What follows belongs to an exercise in optimizing a design on an open flow for small area; a production flow would make more cautious choices.
In this exercise RTL edits were held to simulation tests only and were not proved equivalent to the original.
Power and IR drop assume default switching activity.

### flow/design.v
module ula(clock,a_dez,a_uni,b_dez,b_uni,op,sinA,sinB,r);
	input clock;
	input [3:0] a_dez, a_uni, b_dez, b_uni;
	input op;
	input sinA;
	input sinB;
	output reg [9:0] r;
	reg [8:0] rr;
	reg sinal;
	wire sub = sinA ^ sinB ^ op;
	wire ge = {a_dez, a_uni} >= {b_dez, b_uni};
	wire ca = sub & ~ge;
	wire cb = sub & ge;
	wire [3:0] au = ca ? 4'd9 - a_uni : a_uni;
	wire [3:0] at = ca ? 4'd9 - a_dez : a_dez;
	wire [3:0] bu = cb ? 4'd9 - b_uni : b_uni;
	wire [3:0] bt = cb ? 4'd9 - b_dez : b_dez;
	wire [4:0] s0 = au + bu + sub;
	wire c0 = (s0 >= 5'd10);
	wire [3:0] u = c0 ? s0 - 5'd10 : s0;
	wire [4:0] s1 = at + bt + c0;
	wire c1 = (s1 >= 5'd10);
	wire [3:0] t = c1 ? s1 - 5'd10 : s1;
	always @(posedge clock) begin
		rr <= {c1 & ~sub, t, u};
		sinal <= sinA ^ ca;
		r <= {(rr == 9'd0) | ~sinal, rr};
	end
endmodule
module bcdout(saida,saida1,saida2,h,t,u,enable);
	input h;
	input [3:0] t;
	input [3:0] u;
	input enable;
	output [6:0] saida;
	output [6:0] saida1;
	output [6:0] saida2;
	seg7 U(.d(u), .off(~enable), .s(saida));
	seg7 D(.d(t), .off(~enable), .s(saida1));
	assign saida2 = enable ? (h ? 7'b1001111 : 7'b0000001) : 7'b1111111;
endmodule
module Remoto(clk,rst,entrada,comando,su,sd,suB,sdB,saida_1,saida1_1,saida2_1,soma_result_1,sinal_A,sinal_B);
input         clk;
input         rst;
input         entrada;
output reg [7:0] comando;
output [6:0] su;
output [6:0] sd;
output [6:0] suB;
output [6:0] sdB;
output [6:0] saida_1;
output [6:0] saida1_1;
output [6:0] saida2_1;
output [8:0] soma_result_1;
output reg sinal_A;
output reg sinal_B;
localparam [1:0] INICIA = 2'b00, INICIA_1 = 2'b01, LEITURA = 2'b10;
reg [1:0]  estado;
reg [11:0] cnt;         
reg [5:0]  bitcount;    
reg [7:0]  rbuf;        
reg        cur;         
reg        chk;         
reg        nova_mensagem;
wire st_ini  = (estado == INICIA);
wire st_ini1 = (estado == INICIA_1);
wire st_leit = (estado == LEITURA);
wire t_ini   = &{cnt[11], cnt[10], cnt[9], cnt[3], cnt[1], cnt[0]};         
wire t_ini1  = &{cnt[11], cnt[10], cnt[7], cnt[6], cnt[4], cnt[1]};         
wire c_full  = &cnt;                                                      
wire c_bit   = (cnt == 12'd312);
wire c_one   = (cnt >= 12'd648);
wire bc33    = bitcount[5] & bitcount[0];                                 
wire bc32    = bitcount[5] & ~bitcount[0];                                
wire lvl     = st_ini ? ~entrada : entrada;
wire leave   = (st_ini & t_ini) | (st_ini1 & t_ini1) | (st_leit & (c_full | bc33));
always @(posedge clk)
	if (rst | leave | ~lvl)
		cnt <= 12'd0;
	else
		cnt <= cnt + 1'b1;
always @(posedge clk)
	if (rst)
		estado <= INICIA;
	else if (st_ini & t_ini)
		estado <= INICIA_1;
	else if (st_ini1 & t_ini1)
		estado <= LEITURA;
	else if (leave)
		estado <= INICIA;
always @(posedge clk)
	if (rst | ~st_leit)
		bitcount <= 6'd0;
	else if (c_bit)
		bitcount <= bitcount + 1'b1;
always @(posedge clk)
	if (st_leit) begin
		if (c_bit) begin
			cur <= 1'b0;
			if (bitcount <= 6'd24) begin
				rbuf <= {cur, rbuf[7:1]};
				chk  <= 1'b1;
			end else begin
				rbuf <= {rbuf[0], rbuf[7:1]};
				chk  <= chk & (cur ^ rbuf[0]);
			end
		end else if (c_one)
			cur <= 1'b1;
	end
wire valido = chk & (cur ^ rbuf[0]);
always @(posedge clk)
	if (rst) begin
		comando <= 8'd0;
		nova_mensagem <= 1'b0;
	end else begin
		nova_mensagem <= bc32 & valido;
		if (bc32 & valido)
			comando <= {rbuf[0], rbuf[7:1]};
	end
localparam [3:0] DESLIGADO = 4'b0000,
                 ESPERA    = 4'b0001,
                 ZERA_TUDO = 4'b0011,
                 DEZ_A     = 4'b0100,
                 DEZ_B     = 4'b0101,
                 UNI_A     = 4'b1000,
                 UNI_B     = 4'b1001,
                 MUDA_A    = 4'b1100,
                 MUDA_B    = 4'b1101;
reg [3:0]  estado_m;
reg [3:0]  a_dez, a_uni, b_dez, b_uni;
reg        op;
reg [26:0] delay;
wire off     = (estado_m == DESLIGADO);
wire digito  = (comando < 8'd10);
wire liga    = (comando == 8'h12) & nova_mensagem;
wire em_uni  = estado_m[3] & ~estado_m[2];
wire [26:0] dl = delay + 1'b1;
wire espera  = dl > 27'd78125;
wire [9:0] soma_result;
reg  [9:0] res;
assign soma_result_1 = {res[9], res[8] * 8'd100 + res[7:4] * 8'd10 + res[3:0]};
always @(posedge clk)
	if (em_uni)
		delay <= dl;
	else
		delay <= 27'd0;
always @(posedge clk)
	if (rst) begin
		estado_m <= DESLIGADO;
		sinal_A <= 1'b0;
		sinal_B <= 1'b0;
		res <= 10'd0;
	end else
		case (estado_m)
			DESLIGADO:
				if (liga) begin
					estado_m <= ESPERA;
					a_dez <= 4'd0; a_uni <= 4'd0;
					b_dez <= 4'd0; b_uni <= 4'd0;
					op <= 1'b0;
				end
			ESPERA:
				if (liga) begin
					estado_m <= DESLIGADO;
					res <= 10'h200;
				end else if (comando == 8'h0F) begin
					estado_m <= DEZ_A;
					a_dez <= 4'd0; a_uni <= 4'd0;
					sinal_A <= 1'b0;
					res <= 10'h200;
				end else if (comando == 8'h10) begin
					estado_m <= ZERA_TUDO;
					a_dez <= 4'd0; a_uni <= 4'd0;
					b_dez <= 4'd0; b_uni <= 4'd0;
					sinal_A <= 1'b0;
					sinal_B <= 1'b0;
					res <= 10'h200;
				end else if (comando == 8'h13) begin
					estado_m <= DEZ_B;
					b_dez <= 4'd0; b_uni <= 4'd0;
					sinal_B <= 1'b0;
					res <= 10'h200;
				end else if (comando == 8'h1A) begin
					op <= 1'b0;
					res <= soma_result;
				end else if (comando == 8'h1E) begin
					op <= 1'b1;
					res <= soma_result;
				end
			ZERA_TUDO: begin
				estado_m <= DEZ_A;
				res <= 10'h200;
			end
			DEZ_A:
				if (digito) begin
					a_uni <= comando[3:0];
					sinal_A <= 1'b0;
					estado_m <= UNI_A;
				end
			DEZ_B:
				if (digito) begin
					b_uni <= comando[3:0];
					sinal_B <= 1'b0;
					estado_m <= UNI_B;
				end
			UNI_A:
				if (espera & nova_mensagem) begin
					if (digito) begin
						a_dez <= a_uni; a_uni <= comando[3:0];
					end
					estado_m <= MUDA_A;
				end
			UNI_B:
				if (espera & nova_mensagem) begin
					if (digito) begin
						b_dez <= b_uni; b_uni <= comando[3:0];
					end
					estado_m <= MUDA_B;
				end
			MUDA_A:
				if (comando == 8'h0C) begin
					sinal_A <= ~sinal_A;
					estado_m <= ESPERA;
				end else if (~digito)
					estado_m <= ESPERA;
			MUDA_B:
				if (comando == 8'h0C) begin
					sinal_B <= ~sinal_B;
					estado_m <= ESPERA;
				end else if (~digito)
					estado_m <= ESPERA;
			default: ;
		endcase
ula G1(.clock(clk), .a_dez(a_dez), .a_uni(a_uni), .b_dez(b_dez), .b_uni(b_uni),
       .op(op), .sinA(sinal_A), .sinB(sinal_B), .r(soma_result));
bcdout G2(.saida(saida_1), .saida1(saida1_1), .saida2(saida2_1),
          .h(res[8]), .t(res[7:4]), .u(res[3:0]), .enable(~off));
seg7 DA0(.d(a_uni), .off(off), .s(su));
seg7 DA1(.d(a_dez), .off(off), .s(sd));
seg7 DB0(.d(b_uni), .off(off), .s(suB));
seg7 DB1(.d(b_dez), .off(off), .s(sdB));
endmodule
module seg7(input [3:0] d, input off, output [6:0] s);
	wire A = d[3], B = d[2], C = d[1], D = d[0];
	wire sa = A | C | (B & D) | (~B & ~D);
	wire sb = ~B | (~C & ~D) | (C & D);
	wire sc = B | ~C | D;
	wire sd = A | (~B & ~D) | (~B & C) | (C & ~D) | (B & ~C & D);
	wire se = (~B & ~D) | (C & ~D);
	wire sf = A | (~C & ~D) | (B & ~C) | (B & ~D);
	wire sg = A | (~B & C) | (B & ~C) | (C & ~D);
	assign s = ~({sa, sb, sc, sd, se, sf, sg} & {7{~off}});
endmodule
### flow/run.sh
#!/bin/bash
# synth_recipe.tcl (not shown) runs the flow's synth.tcl, then flattens the netlist and writes it again
# the make line also repeats each setting of config.mk as NAME=value (left out here)
make -C /OpenROAD-flow-scripts/flow DESIGN_CONFIG=/design/flow/config.mk WORK_HOME=/design/flow/orfs CLKGATE_MAP_FILE= SYNTH_SCRIPT=/design/flow/synth_recipe.tcl finish
### flow/config.mk
export PLATFORM = sky130hd
export DESIGN_NAME = Remoto
export DESIGN_NICKNAME = Remoto
export VERILOG_FILES = /design/flow/design.v
export SDC_FILE = /design/flow/constraint.sdc
export NUM_CORES = 4
export LEC_CHECK = 0
export ABC_AREA = 1
export CAP_MARGIN = 20
export CORE_MARGIN = 2
export CORE_UTILIZATION = 70
export SLEW_MARGIN = 20
### flow/constraint.sdc
create_clock -name core_clock -period 14.0 [get_ports {clk}]
set_input_delay 2.8000 -clock core_clock [delete_from_list [all_inputs] [get_ports {clk}]]
set_output_delay 2.8000 -clock core_clock [all_outputs]
set_load 0.01 [all_outputs]
==> results of run 1 <==
-- report_power, final --
group	total (mW)	switching [mW]	internal, mW	leakage, nW
Sequential	0.460	0.0412	0.419	1.00
Clock	0.397	0.158	0.238	0.253
Combinational	1.02	0.565	0.451	2.34
-- sequential cells by signal, indices dropped and copies added (netlist names), 6 cells and up --
name      flops
delay        27
cnt          12
G1.r         10
res          10
G1.rr         9
comando       8
rbuf          8
bitcount      6
-- synthesized netlist by cell type (2+ instances only) --
library cell    n
nand2_1       204
nor2_1        179
inv_1         144
dfxtp_1        92
a21oi_1        65
o21ai_0        58
ha_1           50
nand3_1        42
edfxtp_1       27
nor3_1         27
clkbuf_1       17
xor2_1         17
o41ai_1        11
xnor2_1        11
nand4_1        10
nand3b_1        9
buf_4           7
fa_1            6
o31ai_1         6
nand2_2         5
o211ai_1        5
o21bai_1        5
a211o_1         4
a211oi_1        4
a31oi_1         4
nor2_4          4
nor4_1          4
nor2_2          3
nor3b_1         3
o22ai_1         3
buf_2           2
inv_2           2
o21ai_1         2
or2_2           2
-- worst max-delay path by stage --
stage / end / slack [ns] / cells past startpoint
CTS: soma_result_1[7] / 7.43 / 10
global route: G1.rr[7] / 6.96 / 31
finish: G1.rr[7] / 7.39 / 31
detailed placement: G1.rr[7] / 7.80 / 31
global placement: G1.rr[7] / 8.14 / 31
floorplan: G1.rr[7] / 8.47 / 31
-- metrics by stage --
stage          util (%)  power [mW]  cells  setup WS [ns]  instance area (um^2)
3_5_place_dp       79.3        1.45   1226           7.80                  8190
4_1_cts            84.5        1.87   1258           7.43                  8730
2_1_floorplan         -        1.09   1047           8.47                  7450
3_3_place_gp       79.3        1.42   1226           8.14                  8190
5_1_grt            84.6        2.00   1258           6.96                  8740
6_report           84.6        1.87   1258           7.39                  8740
-- layout make-up --
type | instances | share of cell area, %
clock buffers | 20 | 4.98
clock inverters | 12 | 1.17
inverters | 147 | 6.32
multi-input cells | 754 | 47.2
flip-flops and latches | 119 | 30.4
well taps | 136 | 1.95
repair buffers | 70 | 7.99
-- kinds of logic after synthesis --
family,count (synthesis)
flip-flops,119
XOR/XNOR,28
AND/OR/NAND/NOR,498
adder cells (fa/ha/maj),56
other,1
AO/OA/AOI/OAI,171
buffers and inverters,174
-- metal layers --
layer / up-vias / track usage [%]
li1: 3539 / -
met1: 3233 / 41.8
met2: 273 / 53.2
met3: 44 / 7.48
met4: 0 / 12.2
met5: - / 0
-- worst max-delay path, delay by kind of cell (launching register included) --
family                   cells  cell delay [ns]
AO/OA/AOI/OAI                5             0.97
XOR/XNOR                     4             0.77
AND/OR/NAND/NOR              8             1.15
flip-flops                   1             0.47
adder cells (fa/ha/maj)      7             2.28
buffers and inverters        7             0.81
==> summary.txt, run 1 <==
Outcome
  • Run status: timing/DRC/antenna clean

Floorplanning
  • Row cnt: 37
  • Width of the die: 107 um
  • Die Span Y: 107 um
  • Io pins: 71
  • Die footprint: 11500 um^2
  • Initial Util: 72.2%
  • Core area: 10300 um^2

Logic synthesis
  • Simple-gate share of the synthesized area: 28.5%
  • Mux share of post-synthesis cell area: 0%
  • Syn_nets: 1106
  • #FFs+latches synth: 119
  • Netlist Area Pre-Place: 7450 um^2
  • Ranking of synthesized cells by area: dfxtp_1, edfxtp_1, nand2_1, nor2_1, ha_1
  • Yosys top cell area share: 24.7%
  • Yosys warnings: 2
  • Post-Syn Area per Cell: 7.12 um^2
  • Seq/Total Area, Yosys: 35.6%
  • Asr flop ratio synth: 0%
  • Synth Area in Compound Gates: 13.3%
  • Largest family of logic cells by synthesized area: simple AND/OR/NAND/NOR gates
  • Synth cell types: 47
  • Cell taking the most area after synthesis: dfxtp_1
  • Adder-cell share of the synthesized area: 10.0%
  • Mapped Cells: 1047
  • XOR/XNOR share of the synthesized area: 3.29%
  • Main synth FF type: dfxtp_1
  • Number of synthesized flops with an enable pin: 27

Clock network
  • PostCTS Resize Cnt: 0
  • H-Tree Level Count: 4
  • Clock latency on the worst-skew pair: 0.53 ns
  • CTS Root Cell: clkbuf_8
  • Number of buffers created by CTS: 17
  • CTS sink count: 119
  • CTS tree: done
  • Post-CTS Setup Inserts: 0
  • CTS max path bufs: 2
  • CTS clk-pin slew, worst paths: 0.06 ns
  • CTS Hold Buffers Added: 0

Place
  • Routability congestion estimate: 0.919
  • # port buffers: 69
  • Post-DP HPWL: 12500 um

Setup path
  • Critical path data required time: 14.41 ns
  • Crit Path Max Fanout: 9
  • Reg2reg start: b_uni[1]
  • Critical path type: flip-flop to flip-flop
  • Worst path slowest cell: nor2_1
  • Crit. End Element: flip-flop
  • Critical Path Start Type: flip-flop
  • Worst Setup SP: b_uni[1]
  • CP max stage delay: 0.49 ns
  • R2R cell count: 31
  • Arr. time, crit path: 7.02 ns
  • Critical Path Most Common Cell: inv_1
  • FF-to-FF setup slack: 7.39 ns
  • Worst R2R End: G1.rr[7]

Worst hold path
  • Hold path cells: 0
  • Hold crit path type: flip-flop to flip-flop
  • Hold path endpoint: G1.r[7]
  • Hold_sp: G1.rr[7]

GRT
  • Total gr overflow: 0
  • Vias in the first global route: 6507
  • Gr usage total: 32.5%
  • Largest net degree at the start of global routing: 47
  • First-pass GRT wire length: 29700 um
  • Initial antenna violation count: 0

Drt
  • Routed length on met3: 1080 um
  • Drt first pass iters: 5
  • M1 WL: 7760 um
  • Top routing layer used: met4
  • Remaining DRCs: 0
  • Antenna Nets Post-Route: 0
  • Initial DRC Count: 612
  • WL/cell: 14.3 um
  • Vias per std cell: 5.64
  • Met2 routed WL: 8660 um
  • Vias post-DR: 7089
  • Final wirelength: 17900 um

Job
  • Count of max-cap constraint violations: 0

Timing
  • Hold Worst Slack: 0.353 ns
  • Final Hold Viols: 0
  • Period utilization: 47.2%
  • Fmax: 151 MHz
  • Slew margin rel.: 34.2%
  • Final Skew: 0.00499 ns
  • Fin crit period: 6.61 ns
  • Slew Viols, Final: 0
  • RSZ-0062 raised after global routing: false
  • Final setup viols: 0
  • Setup tns final: 0 ns
  • Worst slew pin tran: 0.986 ns

Layout
  • Layout cell share with drive strength beyond 1: 4.55%
  • Register area: 2650 um^2
  • Most frequent cells in the layout: nand2_1, nor2_1, inv_1
  • Nets: 1168
  • Number of diodes: 0
  • Leading cell type in the layout, fill and taps excluded: nand2_1
  • Area Overhead vs Synth: 17.3%
  • Area of the multi-input gates: 4130 um^2
  • Fillers: 653

Power
  • Pwr/cell area: 214 nW/um^2
  • Max rail drop VDD: 0.319 mV
  • Leakage: 3.60 nW
==> run 2: changes to the inputs <==
--- a/flow/config.mk
+++ b/flow/config.mk
@@ -9,4 +9,4 @@
 export CAP_MARGIN = 20
 export CORE_MARGIN = 2
-export CORE_UTILIZATION = 70
+export CORE_UTILIZATION = 40
 export SLEW_MARGIN = 20
==> summary.txt, run 2 <==
Outcome
  • Run status: timing/DRC/antenna clean

Layout
  • Leading cell type in the layout, fill and taps excluded: nand2_1
  • Number of diodes: 0
  • Area Overhead vs Synth: 19.7%
  • Most frequent cells in the layout: nand2_1, nor2_1, inv_1
  • Top flop regs: delay: 27 flops, cnt: 12 flops
  • Post-route insts no fill: 1352
  • Most flop-heavy register: delay
  • Layout cell share with drive strength beyond 1: 4.72%
  • Largest register FFs: 27
  • Nets: 1169

Drt
  • Antenna Nets Post-Route: 0
  • Vias per std cell: 4.93
  • Initial DRC Count: 368
  • Final wirelength: 17600 um
  • WL/cell: 13.0 um
  • Drt first pass iters: 5
  • Vias post-DR: 6672
  • Remaining DRCs: 0

Clock network
  • H-Tree Level Count: 4
  • CTS Root Cell: clkbuf_16
  • Post-CTS Setup Inserts: 0
  • CTS clk-pin slew, worst paths: 0.05 ns
  • CTS tree: done
  • CTS max path bufs: 2
  • CTS sink count: 119
  • PostCTS Resize Cnt: 0
  • CTS Hold Buffers Added: 0
  • Number of buffers created by CTS: 17
  • Clock latency on the worst-skew pair: 0.42 ns

Logic synthesis
  • Asr flop ratio synth: 0%
  • Main synth FF type: dfxtp_1
  • Mux share of post-synthesis cell area: 0%
  • XOR/XNOR share of the synthesized area: 3.29%
  • Simple-gate share of the synthesized area: 28.5%
  • #FFs+latches synth: 119
  • Ranking of synthesized cells by area: dfxtp_1, edfxtp_1, nand2_1, nor2_1, ha_1
  • Syn_nets: 1106
  • Synth cell types: 47
  • Yosys top cell area share: 24.7%
  • Mapped Cells: 1047
  • Number of synthesized flops with an enable pin: 27
  • Post-Syn Area per Cell: 7.12 um^2
  • Largest family of logic cells by synthesized area: simple AND/OR/NAND/NOR gates
  • Commonest cells in the netlist: nand2_1, nor2_1, inv_1
  • Cell taking the most area after synthesis: dfxtp_1
  • Yosys warnings: 2
  • Adder-cell share of the synthesized area: 10.0%
  • Netlist Area Pre-Place: 7450 um^2
  • Seq/Total Area, Yosys: 35.6%
  • Synth Area in Compound Gates: 13.3%
  • Cell with the most instances after synthesis: nand2_1

Power
  • Leakage: 3.63 nW
  • Clk pwr share: 23.6%
  • Switching Share: 39.2%
  • Power Total: 1.89 mW
  • Logic pwr share: 52.2%
  • Switch Pwr: 743 uW
  • Max rail drop VDD: 0.121 mV
  • Internal: 1.15 mW
  • Sequential power share: 24.2%
  • Pwr/cell area: 212 nW/um^2

Floorplanning
  • Die footprint: 19700 um^2
  • Io pins: 71
  • Core area: 18100 um^2
  • Width of the die: 140 um
  • Initial Util: 41.1%
  • Row cnt: 49
  • Die Span Y: 140 um

Setup path
  • R2R cell count: 31
  • Crit. End Element: output pin
  • Critical Path Sink: soma_result_1[7]
  • FF-to-FF setup slack: 7.69 ns
  • Worst R2R End: G1.rr[7]
  • WP depth: 10
  • Critical path data required time: 11.20 ns
  • Critical Path, Cell by Cell: inv_1, ha_1, ha_1, fa_1, xor2_1, ha_1, ha_1, a21oi_1, xor2_1, clkdlybuf4s50_1
  • Worst path buffer plus inverter count: 2
  • Critical Path Most Common Cell: ha_1
  • Crit Path Max Fanout: 7
  • Worst Setup SP: res[5]
  • Arr. time, crit path: 3.58 ns
  • Worst path slowest cell: clkdlybuf4s50_1
  • Cell family with most CP delay: adder cells
  • Critical Path Start Type: flip-flop
  • Reg2reg start: b_uni[1]
  • CP max stage delay: 0.55 ns
  • Critical path type: flip-flop to output pin

Timing
  • Final setup viols: 0
  • Period utilization: 45.6%
  • Slew Viols, Final: 0
  • Fmax: 157 MHz
  • Slew margin rel.: 30.9%
  • Setup tns final: 0 ns
  • Fin crit period: 6.38 ns
  • Final Skew: 0.0116 ns
  • RSZ-0062 raised after global routing: false
  • Worst slew pin tran: 1.03 ns
  • Final Hold Viols: 0

Place
  • # port buffers: 69
  • Routability congestion estimate: 0.869
  • Post-DP HPWL: 13600 um
  • Placed insts: 1320

GRT
  • GR Util met3: 3.28%
  • Grt met1 use: 24.5%
  • Total gr overflow: 0
  • Busiest grt layer: met2
  • Vias in the first global route: 6470
  • Largest net degree at the start of global routing: 31
  • M2 GR Usage: 31.5%
  • Initial antenna violation count: 0
  • First-pass GRT wire length: 30200 um
  • Gr usage total: 18.7%

Worst hold path
  • Hold crit path type: flip-flop to flip-flop

Job
  • Count of max-cap constraint violations: 0
run 2: cell count changes in the layout (fill, tap and decap cells not counted), sizes merged:
cell,change
inv,+2
buf,+1
clkinv,-1
bufinv,+2
clkbuf,-2
clkinvlp,-1
run 2: final cells by class:
type	count	area [um^2]
clock buffers	18	429
well taps	229	287
flip-flops and latches	119	2650
clock inverters	14	173
repair buffers	71	706
fillers	1830	9230
multi-input cells	754	4120
inverters	147	552
run 2: logic make-up after synthesis:
logic type,after synthesis
AND/OR/NAND/NOR,498
buffers and inverters,174
AO/OA/AOI/OAI,171
flip-flops,119
adder cells (fa/ha/maj),56
XOR/XNOR,28
other,1
run 2: metal layers:
metal	share of wire, %	wire [um]
met1	49	8650
met2	47	8200
met3	2.9	518
met4	1.1	192
met5	0	0
run 2: metrics by stage:
stage | area, um^2 | setup WS [ns] | utilization [%] | hold slack (ns)
floorplan | 7450 | 8.47 | - | 0.326
global placement | 8310 | 8.04 | 45.8 | 0.340
detailed placement | 8310 | 7.78 | 45.8 | 0.337
CTS | 8910 | 7.59 | 49.1 | 0.353
global route | 8910 | 6.98 | 49.1 | 0.360
finish | 8910 | 7.62 | 49.1 | 0.351
run 2: worst min-delay path by stage:
stage	to	slack, ns	cells past startpoint	from
final	G1.r[2]	0.35	0	G1.rr[2]
after global routing	G1.r[6]	0.36	0	G1.rr[6]
after CTS	G1.r[1]	0.35	0	G1.rr[1]
after detailed placement	G1.r[8]	0.34	0	G1.rr[8]
after global placement	G1.r[1]	0.34	0	G1.rr[1]
after floorplan	G1.r[8]	0.33	0	G1.rr[8]
run 2: power by group through the flow:
stage,logic [mW],clock network [mW],registers (mW)
finish,0.989,0.446,0.459
global route,1.11,0.471,0.466
CTS,0.997,0.454,0.460
detailed placement,0.989,0,0.466
global placement,0.977,0,0.466
floorplan,0.643,0,0.450
==> run 3: changes to the inputs <==
--- a/flow/config.mk
+++ b/flow/config.mk
@@ -9,4 +9,7 @@
 export CAP_MARGIN = 20
 export CORE_MARGIN = 2
-export CORE_UTILIZATION = 40
+export CORE_UTILIZATION = 70
+export CTS_BUF_LIST = sky130_fd_sc_hd__clkbuf_4
+export CTS_CLUSTER_DIAMETER = 100
+export CTS_CLUSTER_SIZE = 30
 export SLEW_MARGIN = 20
==> summary.txt, run 3 <==
Drt
  • Vias per std cell: 5.50
  • WL/cell: 13.2 um
  • Initial DRC Count: 478
  • Final wirelength: 16600 um
  • Drt first pass iters: 5
  • Remaining DRCs: 0
  • Vias post-DR: 6917
  • Antenna Nets Post-Route: 0

Place
  • Area post-placement: 8190 um^2
  • Setup WS pre-CTS: 7.80 ns
  • Routability congestion estimate: 0.919
  • Post-DP HPWL: 12500 um
  • # port buffers: 69

Timing
  • Period utilization: 46.9%
  • Slew margin rel.: 32.2%
  • Slew Viols, Final: 0
  • Final Hold Viols: 0
  • RSZ-0062 raised after global routing: false
  • Fmax: 152 MHz
  • Final Skew: 0.0153 ns
  • Setup WS post-layout: 7.43 ns
  • Worst slew pin tran: 1.02 ns
  • Fin crit period: 6.57 ns
  • Final setup viols: 0
  • Setup tns final: 0 ns

GRT
  • Gr usage total: 30.1%
  • First-pass GRT wire length: 27800 um
  • Total gr overflow: 0
  • Vias in the first global route: 6190
  • Initial antenna violation count: 0
  • Largest net degree at the start of global routing: 47

Setup path
  • Reg2reg start: b_uni[1]
  • Critical Path Sink: soma_result_1[7]
  • R2R cell count: 31
  • Cell family with most CP delay: adder cells
  • Arr. time, crit path: 3.77 ns
  • Crit Path Max Fanout: 7
  • CP max stage delay: 0.55 ns
  • Crit. End Element: output pin
  • Worst Setup SP: res[5]
  • WP depth: 10
  • Worst path buffer plus inverter count: 2
  • Worst R2R End: G1.rr[7]
  • Critical Path Start Type: flip-flop
  • Critical Path Most Common Cell: ha_1
  • Critical path type: flip-flop to output pin
  • Worst path slowest cell: clkdlybuf4s50_1
  • Critical path data required time: 11.20 ns
  • Critical Path, Cell by Cell: inv_1, ha_1, ha_1, fa_1, xor2_1, ha_1, ha_1, a21oi_1, xor2_1, clkdlybuf4s50_1
  • FF-to-FF setup slack: 7.68 ns

Logic synthesis
  • Asr flop ratio synth: 0%
  • Cell with the most instances after synthesis: nand2_1
  • Commonest cells in the netlist: nand2_1, nor2_1, inv_1
  • Synth cell types: 47
  • Main synth FF type: dfxtp_1
  • Yosys warnings: 2
  • #FFs+latches synth: 119
  • Post-Syn Area per Cell: 7.12 um^2
  • Syn_nets: 1106
  • Number of synthesized flops with an enable pin: 27
  • Seq/Total Area, Yosys: 35.6%
  • Yosys top cell area share: 24.7%
  • Mapped Cells: 1047
  • Netlist Area Pre-Place: 7450 um^2
  • Cell taking the most area after synthesis: dfxtp_1
  • Ranking of synthesized cells by area: dfxtp_1, edfxtp_1, nand2_1, nor2_1, ha_1

Floorplanning
  • Width of the die: 107 um
  • Io pins: 71
  • Die footprint: 11500 um^2
  • Die Span Y: 107 um
  • Row cnt: 37
  • Core area: 10300 um^2
  • Initial Util: 72.2%

Clock network
  • Post-CTS Setup Inserts: 0
  • CTS Hold Buffers Added: 0
  • Number of buffers created by CTS: 17
  • CTS sink count: 119
  • CTS tree: done
  • CTS Root Cell: clkbuf_4
  • Clock latency on the worst-skew pair: 0.55 ns
  • CTS clk-pin slew, worst paths: 0.10 ns
  • CTS max path bufs: 2
  • H-Tree Level Count: 4
  • PostCTS Resize Cnt: 0

Power
  • Switch Pwr: 714 uW
  • Clk pwr share: 13.3%
  • Switching Share: 42.7%
  • Internal: 958 uW
  • Max rail drop VDD: 0.288 mV
  • Logic pwr share: 59.3%
  • Pwr/cell area: 198 nW/um^2
  • Leakage: 3.47 nW
  • Sequential power share: 27.3%

Layout
  • Layout cell share with drive strength beyond 1: 4.63%
  • Most frequent cells in the layout: nand2_1, nor2_1, inv_1
  • Nets: 1168
  • Post-layout util: 81.8%
  • Largest register FFs: 27
  • Top flop regs: delay: 27 flops, cnt: 12 flops
  • Leading cell type in the layout, fill and taps excluded: nand2_1
  • Cell area after layout: 8450 um^2
  • Area Overhead vs Synth: 13.4%
  • Fillers: 724
  • Most flop-heavy register: delay
  • Number of diodes: 0

Job
  • Count of max-cap constraint violations: 0

Outcome
  • Run status: timing/DRC/antenna clean

Worst hold path
  • Hold crit path type: flip-flop to flip-flop
==> run 3: area by class of cell <==
| type | count | area (um^2) | area share [%] |
|---|---|---|---|
| multi-input combinational | 754 | 4130 | 48.8 |
| sequential | 119 | 2650 | 31.4 |
| timing repair buffer | 70 | 698 | 8.27 |
| inverter | 147 | 552 | 6.53 |
| tap | 136 | 170 | 2.01 |
| clock buffer | 19 | 143 | 1.69 |
| clock inverter | 13 | 106 | 1.26 |
==> run 3: metrics by stage <==
| step | hold WS (ns) | std cells | power (mW) |
|---|---|---|---|
| after floorplan | 0.326 | 1047 | 1.09 |
| after detailed placement | 0.340 | 1226 | 1.45 |
| after CTS | 0.357 | 1258 | 1.67 |
| final | 0.357 | 1258 | 1.67 |
| after global routing | 0.366 | 1258 | 1.80 |
| after global placement | 0.342 | 1226 | 1.42 |
==> run 3: logic make-up (layout without fill, tap and decap cells) <==
family	after synthesis	after routing	synth area share (%)
AOI/OAI and AO/OA	171	171	13.3
buffers and inverters	174	249	9.20
and+or+nand+nor	498	498	28.5
other	1	1	0.0503
adders and majority gates	56	56	10.0
xor gates and xnor gates	28	28	3.29
DFF	119	119	35.6
==> run 3: worst reg2reg max path, delay by kind of cell, from the launching register on <==
| kind | cells | cell delay (ns) |
|---|---|---|
| adders and majority gates | 7 | 2.25 |
| and+or+nand+nor | 8 | 1.07 |
| AOI/OAI and AO/OA | 5 | 0.93 |
| buffers and inverters | 7 | 0.80 |
| xor gates and xnor gates | 4 | 0.69 |
| DFF | 1 | 0.48 |
==> run 3: power groups by stage <==
| stage | clock (mW) | sequential, mW | combinational (mW) |
|---|---|---|---|
| CTS | 0.226 | 0.457 | 0.991 |
| floorplan | 0 | 0.450 | 0.643 |
| detailed placement | 0 | 0.465 | 0.986 |
| finish | 0.223 | 0.457 | 0.993 |
| global placement | 0 | 0.462 | 0.956 |
| global route | 0.240 | 0.464 | 1.09 |
==> run 3: how the worst min path moves through the flow <==
stage / end / cells past startpoint / slack [ns] / from
floorplan: G1.r[8] / 0 / 0.33 / G1.rr[8]
global placement: G1.r[8] / 0 / 0.34 / G1.rr[8]
detailed placement: G1.r[7] / 0 / 0.34 / G1.rr[7]
CTS: G1.r[7] / 0 / 0.36 / G1.rr[7]
global route: G1.r[0] / 0 / 0.37 / G1.rr[0]
finish: G1.r[7] / 0 / 0.36 / G1.rr[7]
==> run 3: layer usage <==
metal  wire (um)  share of wire [%]  global-route usage [%]
met1        7580                 46                    39.8
met2        7890                 48                    48.9
met3         851                5.1                    7.48
met4         284                1.7                    8.81
met5           0                  0                       0
==> run 4: changes to the inputs <==
--- a/flow/design.v
+++ b/flow/design.v
@@ -5,8 +5,11 @@
 	input sinA;
 	input sinB;
-	output reg [9:0] r;
-	reg [8:0] rr;
-	reg sinal;
-	wire sub = sinA ^ sinB ^ op;
+	output [9:0] r;
+	reg op1, op2;
+	always @(posedge clock) begin
+		op1 <= op;
+		op2 <= op1;
+	end
+	wire sub = sinA ^ sinB ^ op2;
 	wire ge = {a_dez, a_uni} >= {b_dez, b_uni};
 	wire ca = sub & ~ge;
@@ -22,9 +25,6 @@
 	wire c1 = (s1 >= 5'd10);
 	wire [3:0] t = c1 ? s1 - 5'd10 : s1;
-	always @(posedge clock) begin
-		rr <= {c1 & ~sub, t, u};
-		sinal <= sinA ^ ca;
-		r <= {(rr == 9'd0) | ~sinal, rr};
-	end
+	wire [8:0] mag = {c1 & ~sub, t, u};
+	assign r = {(mag == 9'd0) | ~(sinA ^ ca), mag};
 endmodule
 module bcdout(saida,saida1,saida2,h,t,u,enable);
@@ -70,14 +70,27 @@
 wire c_full  = &cnt;                                                      
 wire c_bit   = (cnt == 12'd312);
-wire c_one   = (cnt >= 12'd648);
+wire c_one   = (cnt == 12'd648);
 wire bc33    = bitcount[5] & bitcount[0];                                 
 wire bc32    = bitcount[5] & ~bitcount[0];                                
 wire lvl     = st_ini ? ~entrada : entrada;
 wire leave   = (st_ini & t_ini) | (st_ini1 & t_ini1) | (st_leit & (c_full | bc33));
+wire [12:0] cnt_c;
+wire [6:0]  bc_c;
+assign cnt_c[0] = 1'b1;
+assign bc_c[0]  = 1'b1;
+genvar gi;
+generate
+	for (gi = 0; gi < 12; gi = gi + 1) begin : cnt_inc
+		assign cnt_c[gi+1] = cnt_c[gi] & cnt[gi];
+	end
+	for (gi = 0; gi < 6; gi = gi + 1) begin : bc_inc
+		assign bc_c[gi+1] = bc_c[gi] & bitcount[gi];
+	end
+endgenerate
 always @(posedge clk)
 	if (rst | leave | ~lvl)
 		cnt <= 12'd0;
 	else
-		cnt <= cnt + 1'b1;
+		cnt <= cnt ^ cnt_c[11:0];
 always @(posedge clk)
 	if (rst)
@@ -93,5 +106,5 @@
 		bitcount <= 6'd0;
 	else if (c_bit)
-		bitcount <= bitcount + 1'b1;
+		bitcount <= bitcount ^ bc_c[5:0];
 always @(posedge clk)
 	if (st_leit) begin
@@ -131,18 +144,23 @@
 reg        op;
 reg [26:0] delay;
+reg        espera;
 wire off     = (estado_m == DESLIGADO);
 wire digito  = (comando < 8'd10);
 wire liga    = (comando == 8'h12) & nova_mensagem;
 wire em_uni  = estado_m[3] & ~estado_m[2];
-wire [26:0] dl = delay + 1'b1;
-wire espera  = dl > 27'd78125;
+wire dl_z26 = ~|delay[25:0];
+wire dl_fb  = delay[26] ^ delay[4] ^ delay[1] ^ delay[0] ^ dl_z26;
 wire [9:0] soma_result;
 reg  [9:0] res;
-assign soma_result_1 = {res[9], res[8] * 8'd100 + res[7:4] * 8'd10 + res[3:0]};
-always @(posedge clk)
-	if (em_uni)
-		delay <= dl;
-	else
-		delay <= 27'd0;
+wire [6:0] res_meio = {res[7:4], 2'b00} + res[7:4] + res[3:1] + (res[8] ? 7'd50 : 7'd0);
+assign soma_result_1 = {res[9], res_meio, res[0]};
+always @(posedge clk)
+	if (em_uni) begin
+		delay  <= {delay[25:0], dl_fb};
+		espera <= (delay == 27'h2e182ff) | (espera & ~(delay[26] & dl_z26));
+	end else begin
+		delay  <= 27'd1;
+		espera <= 1'b0;
+	end
 always @(posedge clk)
 	if (rst) begin
--- a/flow/config.mk
+++ b/flow/config.mk
@@ -10,5 +10,5 @@
 export CORE_MARGIN = 2
 export CORE_UTILIZATION = 70
-export CTS_BUF_LIST = sky130_fd_sc_hd__clkbuf_4
+export CTS_BUF_LIST = sky130_fd_sc_hd__clkbuf_8
 export CTS_CLUSTER_DIAMETER = 100
 export CTS_CLUSTER_SIZE = 30
==> summary.txt, run 4 <==
Layout
  • Area Overhead vs Synth: 14.9%
  • Cell area after layout: 7230 um^2
  • Nets: 957
  • Largest register FFs: 27
  • Post-layout util: 82.9%
  • Number of diodes: 0
  • Most frequent cells in the layout: inv_1, nand2_1, nor2_1
  • Top flop regs: delay: 27 flops, cnt: 12 flops, res: 10 flops
  • Layout cell share with drive strength beyond 1: 4.90%
  • Most flop-heavy register: delay
  • Post-route insts no fill: 1006
  • Leading cell type in the layout, fill and taps excluded: inv_1

Logic synthesis
  • Ranking of synthesized cells by area: dfxtp_1, edfxtp_1, ha_1, inv_1, nand2_1
  • Cell with the most instances after synthesis: inv_1
  • #FFs+latches synth: 102
  • Yosys warnings: 2
  • Synth cell types: 46
  • Asr flop ratio synth: 0%
  • Cell taking the most area after synthesis: dfxtp_1
  • Seq/Total Area, Yosys: 36.7%
  • Commonest cells in the netlist: inv_1, nand2_1, nor2_1
  • Netlist Area Pre-Place: 6300 um^2
  • Mapped Cells: 836
  • Post-Syn Area per Cell: 7.53 um^2
  • Number of synthesized flops with an enable pin: 27
  • Main synth FF type: dfxtp_1
  • Yosys top cell area share: 23.8%
  • Syn_nets: 900

Setup path
  • Critical path type: flip-flop to flip-flop
  • Critical path data required time: 14.31 ns
  • Crit Path Max Fanout: 8
  • Arr. time, crit path: 6.96 ns
  • CP max stage delay: 0.47 ns
  • Reg2reg start: b_uni[1]
  • Critical Path Most Common Cell: nand2_1
  • Critical Path Start Type: flip-flop
  • Worst path slowest cell: edfxtp_1
  • Worst Setup SP: b_uni[1]
  • Crit. End Element: flip-flop

Clock network
  • CTS tree: done
  • Number of buffers created by CTS: 9
  • H-Tree Level Count: 3
  • CTS clk-pin slew, worst paths: 0.11 ns
  • Clock latency on the worst-skew pair: 0.37 ns
  • CTS Hold Buffers Added: 0
  • PostCTS Resize Cnt: 0
  • CTS sink count: 102
  • Post-CTS Setup Inserts: 0
  • CTS max path bufs: 2
  • CTS Root Cell: clkbuf_8

Drt
  • Vias post-DR: 5782
  • WL/cell: 14.8 um
  • Remaining DRCs: 0
  • Final wirelength: 14900 um
  • Initial DRC Count: 381
  • Antenna Nets Post-Route: 0
  • Vias per std cell: 5.75
  • Drt first pass iters: 7

Floorplanning
  • Row cnt: 34
  • Die footprint: 9770 um^2
  • Die Span Y: 98.8 um
  • Width of the die: 98.8 um
  • Io pins: 71
  • Core area: 8720 um^2
  • Initial Util: 72.2%

Place
  • # port buffers: 69
  • Placed insts: 989
  • Setup WS pre-CTS: 7.54 ns
  • Area post-placement: 7010 um^2
  • Routability congestion estimate: 0.908
  • Post-DP HPWL: 11300 um

Power
  • Max rail drop VDD: 0.130 mV
  • Power Total: 1.62 mW
  • Leakage: 2.99 nW
  • Pwr/cell area: 223 nW/um^2

Timing
  • Final Skew: 0.0129 ns
  • Fin crit period: 6.65 ns
  • Worst slew pin tran: 0.918 ns
  • RSZ-0062 raised after global routing: false
  • Slew Viols, Final: 0
  • Final setup viols: 0
  • Slew margin rel.: 38.2%
  • Hold Worst Slack: 0.350 ns
  • Period utilization: 47.5%
  • Setup WS post-layout: 7.35 ns
  • Fmax: 150 MHz
  • Setup tns final: 0 ns
  • Final Hold Viols: 0

GRT
  • Initial antenna violation count: 0
  • First-pass GRT wire length: 25300 um
  • Vias in the first global route: 5760
  • Gr usage total: 31.4%
  • Largest net degree at the start of global routing: 44
  • Total gr overflow: 0

Outcome
  • Run status: timing/DRC/antenna clean

Worst hold path
  • Hold_sp: G1.op1
  • Hold crit path type: flip-flop to flip-flop

Job
  • Count of max-cap constraint violations: 0
-- run 4: changes by cell type in the layout (fill, tap and decap cells not counted), moves of 6 or more --
cell,delta
inv_2,+8
clkbuf_8,+9
dfxtp_1,-17
clkbuf_4,-19
nand4_1,+6
nand3b_1,-7
nand2_1,-84
nand3_1,-10
nor2_1,-59
nor3_1,-10
inv_1,-12
-- run 4: final cells by class --
class                      count  area (um^2)
inverter                     144          541
sequential                   102         2310
multi-input combinational    565         3320
tap                          108          135
clock inverter                 7         86.3
timing repair buffer          71          713
fill                         550         1490
clock buffer                   9          124
-- run 4: layer usage --
metal  part of all wire, %  track usage [%]  vias to the layer above
met4                   3.3             14.0                        0
met2                    52             55.7                      231
met5                     0                0                        -
met3                   6.3             6.31                       50
li1                      -                -                     2845
met1                    39             36.5                     2656
-- run 4: worst paths after layout --
| check | end | slack [ns] | cells past startpoint |
|---|---|---|---|
| worst max-delay path | res[9] | 7.35 | 34 |
| worst min-delay path | G1.op2 | 0.35 | 0 |
| worst max register to register | res[9] | 7.35 | 34 |
| worst min register to register | G1.op2 | 0.35 | 0 |
-- run 4: report_power, final --
part / total, mW / switching (mW) / leakage [nW] / internal (mW)
combinational: 1.06 / 0.601 / 2.05 / 0.461
sequential: 0.363 / 0.0314 / 0.836 / 0.331
clock: 0.190 / 0.118 / 0.105 / 0.0725
total: 1.62 / 0.751 / 2.99 / 0.865
-- run 4: critical path, delay by kind of cell (launching register included) --
kind | cells | cell delay, ns
DFF | 1 | 0.47
adders and majority gates | 7 | 2.41
xor gates and xnor gates | 3 | 0.67
buffers and inverters | 5 | 0.54
AOI/OAI and AO/OA | 6 | 0.78
and+or+nand+nor | 13 | 1.70
-- run 4: logic make-up after synthesis --
group,share of synthesized area [%]
adder cells (fa/ha/maj),12.8
buffers and inverters,10.5
XOR/XNOR,2.86
AND/OR/NAND/NOR,22.9
AO/OA/AOI/OAI,14.1
flip-flops,36.7
other,0.0596
==> run 5: changes to the inputs <==
==> flow/flow/run.sh (new file) <==
#!/bin/bash
# The standard layout with three changes:
#  - synthesis leaves adders to ABC instead of mapping them to the library's
#    adder cells first (ADDER_MAP_FILE empty);
#  - ABC maps for area without the buffering and upsizing passes of ORFS's
#    area script (flow/abc_area.script, used through a copy of ORFS's scripts
#    folder for the synthesis step only);
#  - the port buffers are the smallest buffer instead of the one buffer_ports
#    picks by default.
set -euo pipefail
here=$(pwd)
rm -rf "$here/synth_scripts"
cp -r "$FLOW_HOME/scripts" "$here/synth_scripts"
cp "$here/flow/abc_area.script" "$here/synth_scripts/abc_area.script"
export ADDER_MAP_FILE=
export BUFFER_PORTS_ARGS="-buffer_cell sky130_fd_sc_hd__buf_1"
SCRIPTS_DIR="$here/synth_scripts" bash standard.sh synth > synth.log 2>&1
bash standard.sh > layout.log 2>&1
==> flow/flow/abc_area.script (new file) <==
strash
dc2
dch -f
map -a
topo
dnsize -c
==> flow/standard.sh (new file) <==
#!/bin/bash
# synth_recipe.tcl (not shown) runs the flow's synth.tcl, then flattens the netlist and writes it again
# the make line also repeats each setting of config.mk as NAME=value (left out here)
make -C /OpenROAD-flow-scripts/flow DESIGN_CONFIG=/design/flow/config.mk WORK_HOME=/design/flow/orfs CLKGATE_MAP_FILE= SYNTH_SCRIPT=/design/flow/synth_recipe.tcl "${@:-finish}"
removed: flow/run.sh
==> summary.txt, run 5 <==
Setup path
  • Arr. time, crit path: 3.04 ns
  • R2R cell count: 34
  • Critical Path Start Type: flip-flop
  • Critical path type: flip-flop to output pin
  • Crit Path Max Fanout: 43
  • FF-to-FF setup slack: 8.37 ns
  • Worst R2R End: res[9]
  • Crit. End Element: output pin
  • Reg2reg start: a_uni[1]
  • Critical path data required time: 11.20 ns

Place
  • Placed insts: 943
  • Post-DP HPWL: 9780 um
  • # port buffers: 69
  • Area post-placement: 5850 um^2
  • Routability congestion estimate: 1.01

Drt
  • Antenna Nets Post-Route: 0
  • Vias post-DR: 5422
  • Final wirelength: 13100 um
  • Drt first pass iters: 8
  • Remaining DRCs: 0
  • Initial DRC Count: 375
  • Vias per std cell: 5.65
  • WL/cell: 13.6 um

Logic synthesis
  • Mapped Cells: 778
  • Synth cell types: 34
  • Seq/Total Area, Yosys: 42.0%
  • #FFs+latches synth: 102
  • Cell with the most instances after synthesis: nor2_1
  • Syn_nets: 781
  • Commonest cells in the netlist: nor2_1, clkinv_1, nand2_1
  • Main synth FF type: dfxtp_1
  • Ranking of synthesized cells by area: dfxtp_1, edfxtp_1, nor2_1, clkinv_1, o21ai_0
  • Cell taking the most area after synthesis: dfxtp_1
  • Asr flop ratio synth: 0%
  • Yosys warnings: 2
  • Yosys top cell area share: 27.3%
  • Number of synthesized flops with an enable pin: 27
  • Post-Syn Area per Cell: 7.08 um^2
  • Netlist Area Pre-Place: 5510 um^2

Layout
  • Post-layout util: 78.7%
  • Layout cell share with drive strength beyond 1: 1.98%
  • Cell area after layout: 6050 um^2
  • Nets: 855
  • Largest register FFs: 27
  • Most flop-heavy register: delay
  • Area Overhead vs Synth: 9.88%
  • Number of diodes: 0
  • Leading cell type in the layout, fill and taps excluded: nor2_1
  • Most frequent cells in the layout: nor2_1, clkinv_1, nand2_1
  • Post-route insts no fill: 959
  • Top flop regs: delay: 27 flops, cnt: 12 flops, res: 10 flops

Floorplanning
  • Core area: 7690 um^2
  • Initial Util: 71.6%
  • Die footprint: 8590 um^2
  • Io pins: 71
  • Row cnt: 32
  • Width of the die: 92.7 um
  • Die Span Y: 92.7 um

Clock network
  • CTS Root Cell: clkbuf_8
  • CTS max path bufs: 2
  • PostCTS Resize Cnt: 0
  • H-Tree Level Count: 3
  • CTS tree: done
  • CTS sink count: 102
  • CTS Hold Buffers Added: 0
  • Number of buffers created by CTS: 9
  • Post-CTS Setup Inserts: 0
  • CTS clk-pin slew, worst paths: 0.10 ns
  • Clock latency on the worst-skew pair: 0.38 ns

Timing
  • Period utilization: 41.7%
  • Final Hold Viols: 0
  • Slew margin rel.: 33.8%
  • RSZ-0062 raised after global routing: false
  • Final Skew: 0.0108 ns
  • Fin crit period: 5.84 ns
  • Setup tns final: 0 ns
  • Fmax: 171 MHz
  • Final setup viols: 0
  • Slew Viols, Final: 0
  • Worst slew pin tran: 0.987 ns

Power
  • Clk pwr share: 15.6%
  • Leakage: 2.15 nW
  • Internal: 616 uW
  • Pwr/cell area: 201 nW/um^2
  • Switch Pwr: 601 uW
  • Switching Share: 49.4%
  • Sequential power share: 29.7%
  • Logic pwr share: 54.6%
  • Max rail drop VDD: 0.105 mV
  • Power Total: 1.22 mW

Worst hold path
  • Hold_sp: G1.op1
  • Hold crit path type: flip-flop to flip-flop
  • Hold path endpoint: G1.op2
  • Hold path cells: 0

GRT
  • Vias in the first global route: 4982
  • GR Util met3: 5.61%
  • M2 GR Usage: 55.6%
  • Gr usage total: 31.0%
  • Grt met1 use: 37.7%
  • Total gr overflow: 0
  • Initial antenna violation count: 0
  • First-pass GRT wire length: 21700 um
  • Busiest grt layer: met2
  • Largest net degree at the start of global routing: 44

Outcome
  • Run status: timing/DRC/antenna clean

Job
  • Count of max-cap constraint violations: 0
## run 5: cell count changes after synthesis, moves of 12 or more
cell	delta
a21oi_1	-20
a22oi_1	+13
clkbuf_1	-16
clkinv_1	+132
ha_1	-55
inv_1	-133
nand2_1	-23
nand3_1	-12
nor2_1	+54
o21ai_0	+14
## run 5: stage by stage
step,hold WS [ns],setup slack (ns)
final,0.339,8.16
after floorplan,0.310,9.16
after CTS,0.340,8.19
after global routing,0.344,7.84
after global placement,0.313,8.65
after detailed placement,0.315,8.58
## run 5: per-layer routing
metal / up-vias / wire length, um
li1: 2719 / -
met1: 2466 / 5550
met2: 211 / 6520
met3: 26 / 781
met4: 0 / 238
met5: - / 0
## run 5: cell families (layout without fill, tap and decap cells)
family	Yosys count	after routing	share of synthesized area, %
AND/OR/NAND/NOR	329	329	24.3
AO/OA/AOI/OAI	170	170	17.9
buffers and inverters	140	219	10.0
flip-flops	102	102	42.0
XOR/XNOR	33	33	5.25
adder cells (fa/ha/maj)	3	3	0.545
other	1	1	0.0681
## run 5: final cells by class
type                       instances  area (um^2)
tap                              102          128
fill                             576         1640
sequential                       102         2310
inverter                         133          499
timing repair buffer              70          267
clock inverter                     7         78.8
multi-input combinational        536         2640
clock buffer                       9          124
## run 5: power by group through the flow
stage	Sequential (mW)	Combinational, mW	Clock (mW)
2_1_floorplan	0.361	0.498	0
3_3_place_gp	0.367	0.636	0
3_5_place_dp	0.368	0.655	0
4_1_cts	0.361	0.659	0.190
5_1_grt	0.366	0.745	0.203
6_report	0.362	0.665	0.190
## run 5: critical path: stages (launching register included)
cell	delay (ns)
dfxtp_1	0.38
nor2_1	0.25
nand2_1	0.14
nor2_1	0.40
clkinv_1	0.92
o21ai_0	0.40
buf_1	0.19
## run 5: worst max path at each step
| stage | cells after the start | slack (ns) | to | startpoint |
|---|---|---|---|---|
| after floorplan | 6 | 9.16 | saida2_1[2] | estado_m[0] |
| after global placement | 6 | 8.65 | saida2_1[2] | estado_m[0] |
| after detailed placement | 33 | 8.58 | res[9] | a_uni[1] |
| after CTS | 6 | 8.19 | saida1_1[0] | estado_m[0] |
| after global routing | 33 | 7.84 | res[9] | a_uni[1] |
| final | 6 | 8.16 | saida1_1[0] | estado_m[0] |
==> run 6: changes to the inputs <==
--- a/flow/design.v
+++ b/flow/design.v
@@ -12,19 +12,30 @@
 	end
 	wire sub = sinA ^ sinB ^ op2;
-	wire ge = {a_dez, a_uni} >= {b_dez, b_uni};
-	wire ca = sub & ~ge;
-	wire cb = sub & ge;
-	wire [3:0] au = ca ? 4'd9 - a_uni : a_uni;
-	wire [3:0] at = ca ? 4'd9 - a_dez : a_dez;
-	wire [3:0] bu = cb ? 4'd9 - b_uni : b_uni;
-	wire [3:0] bt = cb ? 4'd9 - b_dez : b_dez;
-	wire [4:0] s0 = au + bu + sub;
-	wire c0 = (s0 >= 5'd10);
-	wire [3:0] u = c0 ? s0 - 5'd10 : s0;
-	wire [4:0] s1 = at + bt + c0;
-	wire c1 = (s1 >= 5'd10);
-	wire [3:0] t = c1 ? s1 - 5'd10 : s1;
+	wire [3:0] bu, bt;
+	bcd9 N2(.d(b_uni), .c(sub), .q(bu));
+	bcd9 N3(.d(b_dez), .c(sub), .q(bt));
+	wire c0, c1;
+	wire [3:0] xu, xt;
+	bcdadd S0(.a(a_uni), .b(bu), .ci(sub), .s(xu), .co(c0));
+	bcdadd S1(.a(a_dez), .b(bt), .ci(c0), .s(xt), .co(c1));
+	wire neg = sub & ~c1;
+	wire uz = (xu == 4'd0);
+	wire [3:0] nu = uz ? 4'd0 : 4'd10 - xu;
+	wire [3:0] nt = uz ? 4'd10 - xt : 4'd9 - xt;
+	wire [3:0] u = neg ? nu : xu;
+	wire [3:0] t = neg ? nt : xt;
+	wire ca = neg;
 	wire [8:0] mag = {c1 & ~sub, t, u};
 	assign r = {(mag == 9'd0) | ~(sinA ^ ca), mag};
+endmodule
+module bcd9(input [3:0] d, input c, output [3:0] q);
+	assign q = c ? {~(d[3] | d[2] | d[1]), d[2] ^ d[1], d[1], ~d[0]} : d;
+endmodule
+module bcdadd(input [3:0] a, input [3:0] b, input ci, output [3:0] s, output co);
+	wire [4:0] x = a + b + ci;
+	assign co = x[4] | (x[3] & (x[2] | x[1]));
+	wire k1 = x[1] & co;
+	wire k2 = (x[2] & co) | (x[2] & k1) | (co & k1);
+	assign s = {x[3] ^ k2, x[2] ^ co ^ k1, x[1] ^ co, x[0]};
 endmodule
 module bcdout(saida,saida1,saida2,h,t,u,enable);
@@ -66,22 +77,20 @@
 wire st_ini1 = (estado == INICIA_1);
 wire st_leit = (estado == LEITURA);
-wire t_ini   = &{cnt[11], cnt[10], cnt[9], cnt[3], cnt[1], cnt[0]};         
-wire t_ini1  = &{cnt[11], cnt[10], cnt[7], cnt[6], cnt[4], cnt[1]};         
-wire c_full  = &cnt;                                                      
-wire c_bit   = (cnt == 12'd312);
-wire c_one   = (cnt == 12'd648);
+localparam [11:0] CNT_312 = 12'h548, CNT_648 = 12'h270, CNT_3282 = 12'h4d6, CNT_3595 = 12'hd00;
+wire cnt_z11 = ~|cnt[10:0];
+wire cnt_fb  = cnt[11] ^ cnt[5] ^ cnt[3] ^ cnt[0] ^ cnt_z11;
+wire t_ini   = (cnt[10:0] == CNT_3595[10:0]);                             
+wire t_ini1  = ({cnt[11:4], cnt[2:1]} == {CNT_3282[11:4], CNT_3282[2:1]});  
+wire c_full  = cnt[11] & cnt_z11;                                         
+wire c_bit   = (cnt == CNT_312);
+wire c_one   = (cnt == CNT_648);
 wire bc33    = bitcount[5] & bitcount[0];                                 
 wire bc32    = bitcount[5] & ~bitcount[0];                                
 wire lvl     = st_ini ? ~entrada : entrada;
 wire leave   = (st_ini & t_ini) | (st_ini1 & t_ini1) | (st_leit & (c_full | bc33));
-wire [12:0] cnt_c;
 wire [6:0]  bc_c;
-assign cnt_c[0] = 1'b1;
 assign bc_c[0]  = 1'b1;
 genvar gi;
 generate
-	for (gi = 0; gi < 12; gi = gi + 1) begin : cnt_inc
-		assign cnt_c[gi+1] = cnt_c[gi] & cnt[gi];
-	end
 	for (gi = 0; gi < 6; gi = gi + 1) begin : bc_inc
 		assign bc_c[gi+1] = bc_c[gi] & bitcount[gi];
@@ -92,5 +101,5 @@
 		cnt <= 12'd0;
 	else
-		cnt <= cnt ^ cnt_c[11:0];
+		cnt <= {cnt[10:0], cnt_fb};
 always @(posedge clk)
 	if (rst)
--- a/flow/flow/run.sh
+++ b/flow/flow/run.sh
@@ -3,5 +3,6 @@
 #  - synthesis leaves adders to ABC instead of mapping them to the library's
 #    adder cells first (ADDER_MAP_FILE empty);
-#  - ABC maps for area without the buffering and upsizing passes of ORFS's
+#  - ABC restructures the logic (&deepsyn) and maps it for area (amap),
+#    without the buffering and upsizing passes of ORFS's
 #    area script (flow/abc_area.script, used through a copy of ORFS's scripts
 #    folder for the synthesis step only);
==> flow/flow/abc_area.script (replaced) <==
strash
&get -n
&deepsyn -T 20
&put
dch -f
amap -m -F 3 -A 10
topo
dnsize -c
==> summary.txt, run 6 <==
Logic synthesis
  • Netlist Area Pre-Place: 5100 um^2
  • Synth Area in Compound Gates: 21.0%
  • Largest family of logic cells by synthesized area: simple AND/OR/NAND/NOR gates
  • Synth cell types: 44
  • Syn_nets: 669
  • Mapped Cells: 666
  • Post-Syn Area per Cell: 7.65 um^2
  • Cell taking the most area after synthesis: dfxtp_1
  • #FFs+latches synth: 102
  • XOR/XNOR share of the synthesized area: 0.344%
  • Ranking of synthesized cells by area: dfxtp_1, edfxtp_1, nor2_1, clkinv_1, o21ai_0
  • Adder-cell share of the synthesized area: 0%
  • Yosys warnings: 2
  • Yosys top cell area share: 29.5%
  • Cell with the most instances after synthesis: nor2_1
  • Number of synthesized flops with an enable pin: 27
  • Commonest cells in the netlist: nor2_1, clkinv_1, dfxtp_1
  • Mux share of post-synthesis cell area: 0%
  • Main synth FF type: dfxtp_1
  • Asr flop ratio synth: 0%
  • Simple-gate share of the synthesized area: 24.6%
  • Seq/Total Area, Yosys: 45.4%

GRT
  • Initial antenna violation count: 0
  • Vias in the first global route: 4500
  • First-pass GRT wire length: 19500 um
  • Gr usage total: 31.1%
  • Total gr overflow: 0
  • Largest net degree at the start of global routing: 31

Clock network
  • Post-CTS Setup Inserts: 0
  • H-Tree Level Count: 3
  • CTS sink count: 102
  • PostCTS Resize Cnt: 0
  • CTS max path bufs: 2
  • Number of buffers created by CTS: 9
  • Clock latency on the worst-skew pair: 0.36 ns
  • CTS Root Cell: clkbuf_8
  • CTS Hold Buffers Added: 0
  • CTS tree: done
  • CTS clk-pin slew, worst paths: 0.10 ns

Job
  • Count of max-cap constraint violations: 0

Drt
  • Remaining DRCs: 0
  • WL/cell: 14.3 um
  • Initial DRC Count: 384
  • Drt first pass iters: 5
  • Antenna Nets Post-Route: 0
  • Final wirelength: 12100 um
  • Vias per std cell: 6.03
  • Vias post-DR: 5102

Layout
  • Top flop regs: delay: 27 flops, cnt: 12 flops, res: 10 flops
  • Number of diodes: 0
  • Fillers: 520
  • Most frequent cells in the layout: nor2_1, clkinv_1, dfxtp_1
  • Most flop-heavy register: delay
  • Nets: 745
  • Area Overhead vs Synth: 10.8%
  • Largest register FFs: 27
  • Layout cell share with drive strength beyond 1: 2.41%
  • Leading cell type in the layout, fill and taps excluded: nor2_1

Setup path
  • Crit Path Max Fanout: 11
  • Worst path slowest cell: dfxtp_1
  • Arr. time, crit path: 6.23 ns
  • Critical Path Start Type: flip-flop
  • Critical path data required time: 14.31 ns
  • Cell family with most CP delay: compound AO/OA/AOI/OAI gates
  • Worst path buffer plus inverter count: 5
  • Crit. End Element: flip-flop
  • Critical path type: flip-flop to flip-flop
  • CP max stage delay: 0.40 ns

Timing
  • Fin crit period: 5.92 ns
  • Final setup viols: 0
  • Setup WS post-layout: 8.08 ns
  • RSZ-0062 raised after global routing: false
  • Period utilization: 42.3%
  • Fmax: 169 MHz
  • Final Skew: 0.00956 ns
  • Worst slew pin tran: 1.09 ns
  • Slew Viols, Final: 0
  • Setup tns final: 0 ns
  • Final Hold Viols: 0
  • Hold Worst Slack: 0.347 ns
  • Slew margin rel.: 26.5%

Outcome
  • Run status: timing/DRC/antenna clean

Place
  • # port buffers: 69
  • Post-DP HPWL: 9030 um
  • Setup WS pre-CTS: 8.21 ns
  • Routability congestion estimate: 0.985

Power
  • Max rail drop VDD: 0.0898 mV
  • Pwr/cell area: 87.0 nW/um^2
  • Leakage: 1.77 nW
  • Power Total: 491 uW

Floorplanning
  • Die footprint: 7980 um^2
  • Io pins: 71
  • Core area: 7140 um^2
  • Width of the die: 89.3 um
  • Die Span Y: 89.3 um
  • Row cnt: 31
  • Initial Util: 71.4%

Worst hold path
  • Hold crit path type: flip-flop to flip-flop
==> run 6: changes by cell type in the layout (fill, tap and decap cells not counted), sizes merged, moves of 22 or more <==
cell,delta
o21ai,-25
clkinv,-30
nand2,-48
xor2,-22
o22ai,+33
nor2,-46
==> run 6: final timing paths <==
path	from	depth (start not counted)	endpoint	slack, ns
max	sinal_B	37	res[9]	8.08
min	G1.op1	0	G1.op2	0.35
max reg2reg	sinal_B	37	res[9]	8.08
min reg2reg	G1.op1	0	G1.op2	0.35
==> run 6: cell type report <==
cell class	count	area, um^2	share of cell area [%]
clock inverters	7	73.8	1.31
inverters	102	383	6.78
clock buffers	9	124	2.19
well taps	99	124	2.19
repair buffers	72	282	4.98
multi-input cells	455	2350	41.6
flip-flops and latches	102	2310	40.9
==> run 6: where the power goes <==
part	switching, mW	internal [mW]
logic	0.00392	0.00128
clock network	0.101	0.0837
registers	0.000189	0.301
==> run 6: through the flow <==
step           util [%]  instance area, um^2  cells
2_1_floorplan         -                 5100    666
3_3_place_gp       76.4                 5450    830
3_5_place_dp       76.4                 5450    830
4_1_cts            79.1                 5650    846
5_1_grt            79.1                 5650    846
6_report           79.1                 5650    846
==> run 6: kinds of logic after synthesis <==
logic type,count (synthesis)
AND/OR/NAND/NOR,279
AO/OA/AOI/OAI,173
buffers and inverters,109
flip-flops,102
XOR/XNOR,2
other,1
==> run 6: metal layers <==
layer	wire length, um	global-route usage [%]	part of all wire, %
met5	0	0	0
met4	277	13.0	2.3
met3	1010	5.91	8.3
met2	5890	52.7	49
met1	4900	39.0	41
==> run 7: changes to the inputs <==
--- a/flow/flow/run.sh
+++ b/flow/flow/run.sh
@@ -3,6 +3,5 @@
 #  - synthesis leaves adders to ABC instead of mapping them to the library's
 #    adder cells first (ADDER_MAP_FILE empty);
-#  - ABC restructures the logic (&deepsyn) and maps it for area (amap),
-#    without the buffering and upsizing passes of ORFS's
+#  - ABC maps for area without the buffering and upsizing passes of ORFS's
 #    area script (flow/abc_area.script, used through a copy of ORFS's scripts
 #    folder for the synthesis step only);
==> flow/flow/abc_area.script (replaced) <==
strash
dc2
dch -f
map -a
topo
dnsize -c
==> summary.txt, run 7 <==
Outcome
  • Run status: timing/DRC/antenna clean

Logic synthesis
  • Yosys top cell area share: 27.4%
  • Number of synthesized flops with an enable pin: 27
  • Cell with the most instances after synthesis: nor2_1
  • Ranking of synthesized cells by area: dfxtp_1, edfxtp_1, nor2_1, clkinv_1, nand2_1
  • Netlist Area Pre-Place: 5480 um^2
  • Main synth FF type: dfxtp_1
  • #FFs+latches synth: 102
  • Yosys warnings: 2
  • Seq/Total Area, Yosys: 42.2%
  • Syn_nets: 773
  • Post-Syn Area per Cell: 7.12 um^2
  • Mapped Cells: 770
  • Synth cell types: 32
  • Asr flop ratio synth: 0%
  • Cell taking the most area after synthesis: dfxtp_1
  • Commonest cells in the netlist: nor2_1, clkinv_1, nand2_1

Setup path
  • Reg2reg start: sinal_B
  • FF-to-FF setup slack: 9.00 ns
  • R2R cell count: 26
  • Crit. End Element: output pin
  • Critical Path, Cell by Cell: clkinv_1, nor2_1, nor2_1, xor2_1, nand2_1, o21ai_0, maj3_1, a21oi_1, clkinv_1, nor2_1, o31ai_1, buf_1
  • Worst Setup SP: res[5]
  • Worst R2R End: res[9]
  • Crit Path Max Fanout: 7
  • Worst path slowest cell: dfxtp_1
  • Critical Path Most Common Cell: nor2_1
  • Cell family with most CP delay: compound AO/OA/AOI/OAI gates
  • Critical path data required time: 11.20 ns
  • CP max stage delay: 0.47 ns
  • Critical Path Start Type: flip-flop
  • Worst path buffer plus inverter count: 3
  • Critical path type: flip-flop to output pin
  • Arr. time, crit path: 2.78 ns

Timing
  • Fmax: 179 MHz
  • Slew margin rel.: 40.7%
  • Slew Viols, Final: 0
  • RSZ-0062 raised after global routing: false
  • Period utilization: 39.8%
  • Worst slew pin tran: 0.886 ns
  • Final Skew: 0.0138 ns
  • Final setup viols: 0
  • Final Hold Viols: 0
  • Fin crit period: 5.58 ns
  • Setup tns final: 0 ns

Floorplanning
  • Die footprint: 8550 um^2
  • Row cnt: 32
  • Width of the die: 92.5 um
  • Die Span Y: 92.5 um
  • Io pins: 71
  • Core area: 7650 um^2
  • Initial Util: 71.7%

Layout
  • Top flop regs: delay: 27 flops, cnt: 12 flops, res: 10 flops
  • Area Overhead vs Synth: 9.79%
  • Nets: 847
  • Largest register FFs: 27
  • Fillers: 595
  • Number of diodes: 0
  • Area of the multi-input gates: 2640 um^2
  • Leading cell type in the layout, fill and taps excluded: nor2_1
  • Register area: 2310 um^2
  • Most frequent cells in the layout: nor2_1, clkinv_1, nand2_1
  • Most flop-heavy register: delay
  • Layout cell share with drive strength beyond 1: 2.47%
  • Post-route insts no fill: 951

Clock network
  • CTS tree: done
  • CTS max path bufs: 2
  • Post-CTS Setup Inserts: 0
  • CTS Hold Buffers Added: 0
  • Clock latency on the worst-skew pair: 0.36 ns
  • CTS Root Cell: clkbuf_8
  • CTS sink count: 102
  • PostCTS Resize Cnt: 0
  • H-Tree Level Count: 3
  • Number of buffers created by CTS: 9
  • CTS clk-pin slew, worst paths: 0.11 ns

Worst hold path
  • Hold crit path type: flip-flop to flip-flop
  • Hold path endpoint: G1.op2
  • Hold_sp: G1.op1
  • Hold path cells: 0

Job
  • Count of max-cap constraint violations: 0

Power
  • Leakage: 2.04 nW
  • Max rail drop VDD: 0.0682 mV
  • Pwr/cell area: 80.8 nW/um^2
  • Power Total: 487 uW

GRT
  • Total gr overflow: 0
  • First-pass GRT wire length: 21800 um
  • Vias in the first global route: 4911
  • Initial antenna violation count: 0
  • Gr usage total: 31.1%
  • Largest net degree at the start of global routing: 45

Drt
  • Remaining DRCs: 0
  • WL/cell: 13.7 um
  • Vias per std cell: 5.75
  • Vias post-DR: 5472
  • Initial DRC Count: 394
  • Final wirelength: 13000 um
  • Antenna Nets Post-Route: 0
  • Drt first pass iters: 8

Place
  • Routability congestion estimate: 0.925
  • Placed insts: 935
  • # port buffers: 69
  • Post-DP HPWL: 9830 um
-- run 7: changes by cell type in the layout (fill, tap and decap cells not counted), sizes merged, moves of 13 or more --
cell    delta
clkinv    +24
o22ai     -33
nor2      +32
nand2     +61
xor2      +20
xnor2     +13
-- run 7: cell type report --
cell class              instances  share of cell area (%)
multi-input cells             534                    43.9
flip-flops and latches        102                    38.4
inverters                     127                    7.92
repair buffers                 70                    4.43
well taps                     102                    2.12
clock buffers                   9                    2.06
clock inverters                 7                    1.19
-- run 7: worst max path at each step --
stage | cells past startpoint | slack, ns | end
floorplan | 6 | 8.96 | sdB[3]
global placement | 7 | 8.74 | sdB[3]
detailed placement | 7 | 8.59 | sdB[3]
CTS | 7 | 8.20 | sdB[3]
global route | 12 | 8.20 | soma_result_1[7]
finish | 12 | 8.42 | soma_result_1[7]
-- run 7: where the power goes --
| group | internal (mW) | leakage (nW) | switching, mW |
|---|---|---|---|
| clock network | 0.0694 | 0.102 | 0.109 |
| logic | 0.00198 | 1.04 | 0.00447 |
| registers | 0.301 | 0.894 | 0.000498 |
| total | 0.372 | 2.04 | 0.114 |
-- run 7: cells by family after synthesis --
| group | count (synthesis) | share of synthesized area, % |
|---|---|---|
| AO/OA/AOI/OAI | 148 | 15.7 |
| XOR/XNOR | 35 | 5.59 |
| adder cells (fa/ha/maj) | 2 | 0.365 |
| buffers and inverters | 134 | 9.66 |
| flip-flops | 102 | 42.2 |
| other | 1 | 0.0684 |
| AND/OR/NAND/NOR | 348 | 26.4 |
-- run 7: layer usage --
layer	track usage, %	share of wire, %	vias to the layer above
li1	-	-	2718
met1	40.0	43	2486
met2	54.2	49	238
met3	3.58	5.9	30
met4	11.2	2.0	0
met5	0	0	-
-- run 7: stage by stage --
stage	utilization, %	setup slack (ns)	hold WS (ns)	cell area, um^2
6_report	78.7	8.42	0.354	6020
3_3_place_gp	76.1	8.74	0.316	5820
3_5_place_dp	76.1	8.59	0.324	5820
4_1_cts	78.7	8.20	0.355	6020
2_1_floorplan	-	8.96	0.310	5480
5_1_grt	78.7	8.20	0.359	6020

[what the ideal ports hide]
No port has a modelled driver above. Below, the same layouts with a new extraction and two added sets of constraints. Step 1 sets driving cells, clkbuf_16 on the clock port and buf_2 on the other inputs (assumed; they add their load-dependent delay and slew). Step 2 times the ports against the registers' clock, not the clock port: input delays grow and output delays shrink by t, the midpoint of the rising clock arrivals with the driver on. Slacks: ideal ports / drivers / drivers and shift; pairs: ideal ports / drivers.
run | shift t [ns] | setup slack, ns
run 1 | 0.569 | 7.392 / 7.392 / 7.392
run 2 | 0.459 | 7.621 / 7.576 / 7.693
run 3 | 0.572 | 7.430 / 7.398 / 7.681
run 4 | 0.402 | 7.350 / 7.350 / 7.350
run 5 | 0.405 | 8.155 / 8.123 / 8.372
run 6 | 0.391 | 8.083 / 8.083 / 8.083
run 7 | 0.383 | 8.424 / 8.394 / 8.777
After both steps every run listed still meets setup and hold.
